Context: an optimization exercise on an open-source flow, tuned for small area, a short achievable clock period and few clock cycles per item. The choices shown serve that exercise and are no tape-out recipe.
Only the layout flow was run in this run; the RTL was not checked for function there.
The clock cells of this run come from the design's own scripts or RTL, not from TritonCTS.
The clock port is modelled as an ideal driver, which makes a skipped or thinned clock tree look cheaper than it is; a real chip needs a root buffer or a tree.
Power is estimated from default activity; no workload was simulated.

$ cat config.mk
export PLATFORM = sky130hd
export DESIGN_NAME = AEC
export DESIGN_NICKNAME = AEC
export VERILOG_FILES = /design/flow/design.v
export SDC_FILE = /design/flow/constraint.sdc
export NUM_CORES = 4
export LEC_CHECK = 0
export CAP_MARGIN = 20
export CORE_MARGIN = 2
export CORE_UTILIZATION = 40
export SLEW_MARGIN = 20
$ cat constraint.sdc
create_clock -name core_clock -period 10.0 [get_ports {clk}]
set_input_delay 2.0000 -clock core_clock [delete_from_list [all_inputs] [get_ports {clk}]]
set_output_delay 2.0000 -clock core_clock [all_outputs]
set_load 0.01 [all_outputs]
$ cat design.v
module AEC(clk, rst, ascii_in, ready, valid, result);
input clk;
input rst;
input ready;
input [7:0] ascii_in;
output valid;
output [6:0] result;
localparam [3:0] OP_NOP  = 4'b0000;     
localparam [3:0] OP_EQ   = 4'b0010;
localparam [3:0] OP_LP   = 4'b0001;     
localparam [3:0] OP_LPT  = 4'b0011;     
localparam [3:0] OP_RP   = 4'b0100;
localparam [3:0] OP_MUL  = 4'b0110;
localparam [3:0] OP_ADD  = 4'b1000;
localparam [3:0] OP_SUB  = 4'b1001;
reg       c_dig;
reg [3:0] c_v;
wire is_eq  = ~c_dig & (c_v == OP_EQ);
wire is_lp  = ~c_dig & ~c_v[3] & c_v[0];
wire is_lpt = ~c_dig & ~c_v[3] & c_v[1] & c_v[0];
wire is_rp  = ~c_dig & (c_v == OP_RP);
wire is_as  = ~c_dig & c_v[3];
wire is_sub = ~c_dig & c_v[3] & c_v[0];
wire is_open = ~c_dig & ~c_v[3] & ~c_v[2] & (c_v[0] | ~c_v[1]);   
wire a_grp = ~ascii_in[6] & ~ascii_in[4];           
wire a_num = ~ascii_in[6] &  ascii_in[4] & ~(ascii_in[3] & ascii_in[2]);
wire a_eq  = ~ascii_in[6] &  ascii_in[4] &   ascii_in[3] & ascii_in[2];
wire a_dig = ascii_in[6] | a_num;
wire [3:0] a_val = ascii_in[6] ? ascii_in[3:0] + 4'd9 : ascii_in[3:0];
reg  [3:0] a_op;
always @* begin
    case (ascii_in[2:0])
        3'b000:  a_op = is_open ? OP_LPT : OP_LP;
        3'b001:  a_op = OP_RP;
        3'b010:  a_op = OP_MUL;
        3'b011:  a_op = OP_ADD;
        default: a_op = OP_SUB;
    endcase
    if (!a_grp)
        a_op = a_eq ? OP_EQ : OP_NOP;
end
reg       out_v;
reg       clr;
always @(posedge clk) begin
    if (rst || is_eq || out_v) begin
        c_dig <= 1'b0;
        c_v   <= OP_NOP;
    end else begin
        c_dig <= a_dig;
        c_v   <= a_dig ? a_val : a_op;
    end
end
reg [6:0] S, M;
reg [5:0] mark;                  
reg [1:0] sp;                    
reg [6:0] DS0, DS1, DS2;         
reg [6:0] DK1, DK2;
reg [6:0] K;
wire [6:0] ctxK = (sp == 2'd1) ? 7'd1 : (sp == 2'd2) ? DK1 : DK2;
wire [6:0] ctxS = (sp == 2'd1) ? DS0 : (sp == 2'd2) ? DS1 : DS2;
wire [6:0] sum  = S + M;
wire [6:0] pp0 = c_v[0] ? M : 7'd0;
wire [6:0] pp1 = c_v[1] ? {M[5:0], 1'b0} : 7'd0;
wire [6:0] pp2 = c_v[2] ? {M[4:0], 2'b0} : 7'd0;
wire [6:0] pp3 = c_v[3] ? {M[3:0], 3'b0} : 7'd0;
wire [6:0] prod = (pp0 + pp1) + (pp2 + pp3);
wire push = is_lp & ~is_lpt;
wire pop  = is_rp & ~mark[0];
wire       s_en = clr | is_as | is_eq | push | is_rp;
wire [6:0] s_d  = (is_as | is_eq) ? sum : pop ? ctxS : 7'd0;
wire       m_en = clr | c_dig | is_as | is_rp;
wire [6:0] m_d  = clr ? 7'd1 : c_dig ? prod : is_as ? (is_sub ? -K : K) : sum;
wire       k_en = clr | push | pop;
wire [6:0] k_d  = clr ? 7'd1 : push ? M : ctxK;
always @(posedge clk) begin
    if (s_en)
        S <= s_d;
    if (m_en)
        M <= m_d;
    if (k_en)
        K <= k_d;
    if (clr)
        sp <= 2'd0;
    else if (push)
        sp <= sp + 2'd1;
    else if (pop)
        sp <= sp - 2'd1;
end
always @(posedge clk) begin
    if (is_lp)
        mark <= {mark[4:0], is_lpt};
    else if (is_rp)
        mark <= {1'b1, mark[5:1]};
end
always @(posedge clk) begin
    if (push) begin
        if (sp == 2'd0) DS0 <= S;
        if (sp == 2'd1) begin DS1 <= S; DK1 <= K; end
        if (sp == 2'd2) begin DS2 <= S; DK2 <= K; end
    end
end
always @(posedge clk) begin
    out_v <= is_eq & ~rst;
    clr <= is_eq | rst;
end
assign valid = out_v;
assign result = S;
endmodule
$ cat flow/run.sh
#!/bin/bash
# Standard ORFS layout, with:
#  - synthesis leaving adders to ABC (area script) instead of mapping them
#    onto the library's full/half-adder cells; same registers,
#  - ports buffered with buf_4 cells,
#  - a tighter setup target for repair_timing,
#  - the clock distributed by flow/cts_hook.tcl (one level of equal
#    buffers) instead of TritonCTS's two-level tree.
# Clock period and SDC are unchanged.
set -euo pipefail
bash standard.sh SETUP_SLACK_MARGIN=${MARGIN:-7.3} ADDER_MAP_FILE= ABC_AREA=1 \
  PRE_CTS_TCL=$PWD/flow/cts_hook.tcl \
  "BUFFER_PORTS_ARGS=-buffer_cell sky130_fd_sc_hd__buf_4" finish > std_flow.log 2>&1
$ cat flow/cts_hook.tcl
# Clock distribution in place of TritonCTS's tree, sourced by ORFS's cts.tcl
# as its PRE_CTS_TCL hook. The design has well under a hundred flip-flops,
# for which the H-tree gives two buffer levels; here the clock port drives
# CLKBUF_COUNT buffers of one size directly, each driving one group of
# flip-flops (the sinks sorted by x and cut into groups of equal size), so
# every register sees one buffer of the same kind and a similar load. The
# rest of cts.tcl (placement legalisation, repair_timing) runs as usual.
set cb_count [expr {[info exists ::env(CLKBUF_COUNT)] ? $::env(CLKBUF_COUNT) : 3}]
set cb_cell [expr {[info exists ::env(CLKBUF_CELL)] ? $::env(CLKBUF_CELL) : "sky130_fd_sc_hd__clkbuf_16"}]

set cb_db [ord::get_db]
set cb_block [ord::get_db_block]
set cb_master [$cb_db findMaster $cb_cell]
set cb_port [get_full_name [lindex [get_property [lindex [all_clocks] 0] sources] 0]]
set cb_net [[$cb_block findBTerm $cb_port] getNet]

proc cb_x { it } { return [lindex [[$it getInst] getLocation] 0] }
set cb_sinks [lsort -command {apply {{a b} {expr {[cb_x $a] - [cb_x $b]}}}} [$cb_net getITerms]]
set cb_n [llength $cb_sinks]
puts "clock distribution: $cb_n sinks, $cb_count x $cb_cell"

for {set g 0} {$g < $cb_count} {incr g} {
  set net [odb::dbNet_create $cb_block clknet_g$g]
  $net setSigType CLOCK
  set inst [odb::dbInst_create $cb_block $cb_master clkbuf_g$g]
  set lo [expr {$g * $cb_n / $cb_count}]
  set hi [expr {($g + 1) * $cb_n / $cb_count}]
  set sx 0
  set sy 0
  for {set k $lo} {$k < $hi} {incr k} {
    set it [lindex $cb_sinks $k]
    set loc [[$it getInst] getLocation]
    set sx [expr {$sx + [lindex $loc 0]}]
    set sy [expr {$sy + [lindex $loc 1]}]
    $it disconnect
    $it connect $net
  }
  set cnt [expr {$hi - $lo}]
  $inst setLocation [expr {$sx / $cnt}] [expr {$sy / $cnt}]
  $inst setPlacementStatus PLACED
  [$inst findITerm A] connect $cb_net
  [$inst findITerm X] connect $net
  puts "  clkbuf_g$g drives $cnt sinks"
}

set_propagated_clock [all_clocks]

# cts.tcl calls clock_tree_synthesis next: the clock is already distributed.
rename clock_tree_synthesis orig_clock_tree_synthesis
proc clock_tree_synthesis { args } {
  puts "clock_tree_synthesis skipped: clock distributed by cts_hook.tcl"
}
$ cat standard.sh
#!/bin/bash
# synth_recipe.tcl (not shown) runs the flow's synth.tcl, then flattens the netlist and writes it again
# the make line also repeats each setting of config.mk as NAME=value (left out here)
make -C /OpenROAD-flow-scripts/flow DESIGN_CONFIG=/design/flow/config.mk WORK_HOME=/design/flow/orfs CLKGATE_MAP_FILE= SYNTH_SCRIPT=/design/flow/synth_recipe.tcl "${@:-finish}"
==> run notes <==
## Yosys cell counts (8+ instances only)
cell type	number	area [µm²]
sky130_fd_sc_hd__a31oi_1	13	81.33
sky130_fd_sc_hd__o21ai_0	17	85.08
sky130_fd_sc_hd__nand2_1	145	544.3
sky130_fd_sc_hd__xnor2_1	8	70.07
sky130_fd_sc_hd__a21oi_1	15	75.07
sky130_fd_sc_hd__nor2_1	27	101.4
sky130_fd_sc_hd__inv_1	47	176.4
sky130_fd_sc_hd__inv_2	9	33.78
sky130_fd_sc_hd__dfxtp_1	9	180.2
sky130_fd_sc_hd__nand2_2	8	50.05
sky130_fd_sc_hd__edfxtp_1	62	1862
sky130_fd_sc_hd__nand3_1	38	190.2
## stage by stage
step / util / area (µm²)
after floorplan: - / 3941
after global placement: 0.4345 / 4188
after detailed placement: 0.4345 / 4188
after CTS: 0.4516 / 4353
after global routing: 0.4635 / 4468
final: 0.4635 / 4468
## logic make-up (layout without fill, tap and decap cells)
group,Yosys count,count (layout)
DFF,71,71
buffers and inverters,64,92
and+or+nand+nor,244,244
xor gates and xnor gates,15,15
AOI/OAI and AO/OA,67,67
## metal layers
metal,track usage,vias to the layer above,wire length [µm]
met1,0.2441,1508,4165
li1,-,1604,-
met3,0.01017,11,361
met4,0.03036,0,117
met2,0.2972,69,4304
met5,0,-,0
## registers in the layout, summed over array words and instances (netlist names)
| register | flops |
|---|---|
| DK1 | 7 |
| DK2 | 7 |
| DS0 | 7 |
| DS1 | 7 |
| DS2 | 7 |
| K | 7 |
| M | 7 |
| S | 7 |
| mark | 6 |
| c_v | 4 |
| sp | 2 |
| c_dig | 1 |
| clr | 1 |
| out_v | 1 |
## cell type report
class | count | share of cell area
multi-input cells | 326 | 0.3797
inverters | 57 | 0.04845
repair buffers | 32 | 0.06049
well taps | 133 | 0.03724
flip-flops and latches | 71 | 0.4573
plain buffers | 3 | 0.01680
## worst register-to-register path: stages (launching register included)
cell	delay [ns]
sky130_fd_sc_hd__dfxtp_1	0.46
sky130_fd_sc_hd__nor2_4	0.24
sky130_fd_sc_hd__inv_2	0.13
sky130_fd_sc_hd__nor2_2	0.22
sky130_fd_sc_hd__inv_2	0.12
sky130_fd_sc_hd__nor2_4	0.21
sky130_fd_sc_hd__inv_2	0.18
sky130_fd_sc_hd__nor2_2	0.31
sky130_fd_sc_hd__buf_4	0.28
## power breakdown
part,total (µW),internal (µW),switching [µW]
logic,271,111,160
registers,419,373,45.9
clock network,129,55.2,74.0
## worst paths after layout
path / from / slack, ns / end / cells past startpoint
worst min-delay path: K[4] / 0.52 / DK2[4] / 0
worst max-delay path: S[1] / 7.26 / result[1] / 1
worst min register to register: K[4] / 0.52 / DK2[4] / 0
worst max register to register: c_dig / 7.55 / DS2[6] / 8
## what timing repair did
| action | CTS | global route |
|---|---|---|
| pin swaps | 1 | 2 |
| buffers inserted | 7 | 8 |
| gates resized for setup | 11 | 13 |
| endpoints found under the setup margin | 25 | 34 |
==> flow_summary.yaml <==
finish:
  final-instance-count-excl-fill: 622
  final_common_cell: "sky130_fd_sc_hd__nand2_1"
  final_stage_net_count: 502
  layout.area.seq_mm2: 0.002043
  filler_cell_count: 951
  most-common-layout-cells: "sky130_fd_sc_hd__nand2_1, sky130_fd_sc_hd__edfxtp_1, sky130_fd_sc_hd__inv_1, sky130_fd_sc_hd__nand3_1, sky130_fd_sc_hd__buf_4"
  drive_above_1_share: 0.1738
  antennaDiodeCount: 0
  multi_input_comb_area_mm2: 0.001697
  area.growth.synth_to_final_pct: 13.80
setup_path:
  end_kind: "output pin"
  timing.critical_path.slowest_stage_cell: "sky130_fd_sc_hd__edfxtp_1"
  cp_max_fo: 2
  crit_path_max_incr_delay_ns: 0.44
  cp.arrival_ns: 0.74
  cp_top_family: "flip-flops"
  critical_path.cell_chain: "buf_6"
  critical_path_required_ns: 8.00
  timing.critical_path.from_type: "register"
  worst-path-buf-inv: 1
  timing_worst_setup_path_type: "reg2out"
power_and_ir_drop:
  ir_worst_vdd_v: 0.00007507
  power.static_leakage_uw: 0.001873
  power.total_uw: 819.3
  power.density_cell_area_mw_per_mm2: 183.4
grt:
  initial_antenna_violation_count: 0
  grt_remaining_overflow: 0
  global_route_wire_length_before_repair_um: 14590
  number_of_global_route_vias_before_repair: 2957
  grt_max_degree: 25
  global_route.usage.total: 0.1725
synth:
  synth_top_family_by_area: "simple AND/OR/NAND/NOR gates"
  post_synth_mux_area_share: 0
  synth-adder-area-share: 0
  yosys_most_used_dff: "sky130_fd_sc_hd__edfxtp_1"
  fraction_of_the_mapped_netlist_area_in_compound_gates: 0.1023
  avgSynthCellArea_um2: 8.517
  syn-cell-area_mm2: 0.003926
  synth-xor-area-share: 0.03346
  yosysWarnings: 1
  edff_count_synth: 62
  number_of_nets_in_the_synthesized_netlist: 472
  postSynthCellCount: 461
  synth.yosys.seq_area_share: 0.5201
  synth-seq-cells: 71
  netlist-cell-type-count: 40
  synth-async-reset-ratio: 0
  synth_area_in_simple_gates: 0.2776
clocking:
  cts_hold_buffers: 0
  clkSlewWorstSetupHoldPaths_ns: 0.10
  worst_skew_late_latency_ns: 0.16
timing:
  setup_tns_ns: 0
  worst_clock_skew_ns: 0.009016
  timing.final.crit_share: 0.2741
  timing.hold.ws_ns: 0.5189
  max_freq_mhz: 364.8
  final-setup-viol-count: 0
  slew_of_the_pin_with_the_lowest_slew_margin_ns: 0.6846
  slew-limit-headroom: 0.5419
  period_minus_slack_ns: 2.741
  final.setup.worst_slack_ns: 7.259
  unrepaired_setup_endpoints_after_global_routing: "yes"
  final_max_slew_viol_count: 0
  final_hold_fails: 0
die:
  floorplan.core_area_mm2: 0.009639
  die-area_mm2: 0.01062
  die_h_um: 103.1
  initial_core_util: 0.4073
  placementRows: 36
  die_width_um: 103.1
  boundaryPins: 19
routing:
  avgViaCountPerCell: 5.132
  vias: 3192
  dr.pass1.iters: 5
  wl_per_cell_um: 14.39
  initialDrtViolationCount: 158
  drc: 0
  final_antenna_net_count: 0
  wl_um: 8949
outcome:
  result_of_the_run: "complete, no violations"
placement:
  place_hpwl_um: 6603
  post-place-ws_ns: 7.003
  port_buffers: 15
  placed_cells_incl_taps: 604
  gp_congestion: 0.8062
job:
  cap_viol_max_count: 0
hold_path:
  worstHoldPathType: "reg2reg"

-- re-timing with driven ports --
The results above use ideal ports. As a check the final layout listed here was re-extracted and re-timed, cells and wires unchanged. Step 1 assumes that a clkbuf_16 drives the clock port and a buf_2 every other input. Step 2 also shifts input and output timing later by t, the mid clock arrival at the registers, as if the neighbouring blocks saw the same clock. Three values: ideal, step 1, step 2; two values: the first two.
t, ns: 0.215
setup WS [ns]: 7.259 / 7.200 / 7.161
worst hold slack (ns): 0.519 / 0.519 / 0.519
cell pins on the clock port's net: 3
After both steps this run still meets setup and hold. The setup slack of this run moves by -0.059 ns with the drivers and by -0.098 ns with both steps.
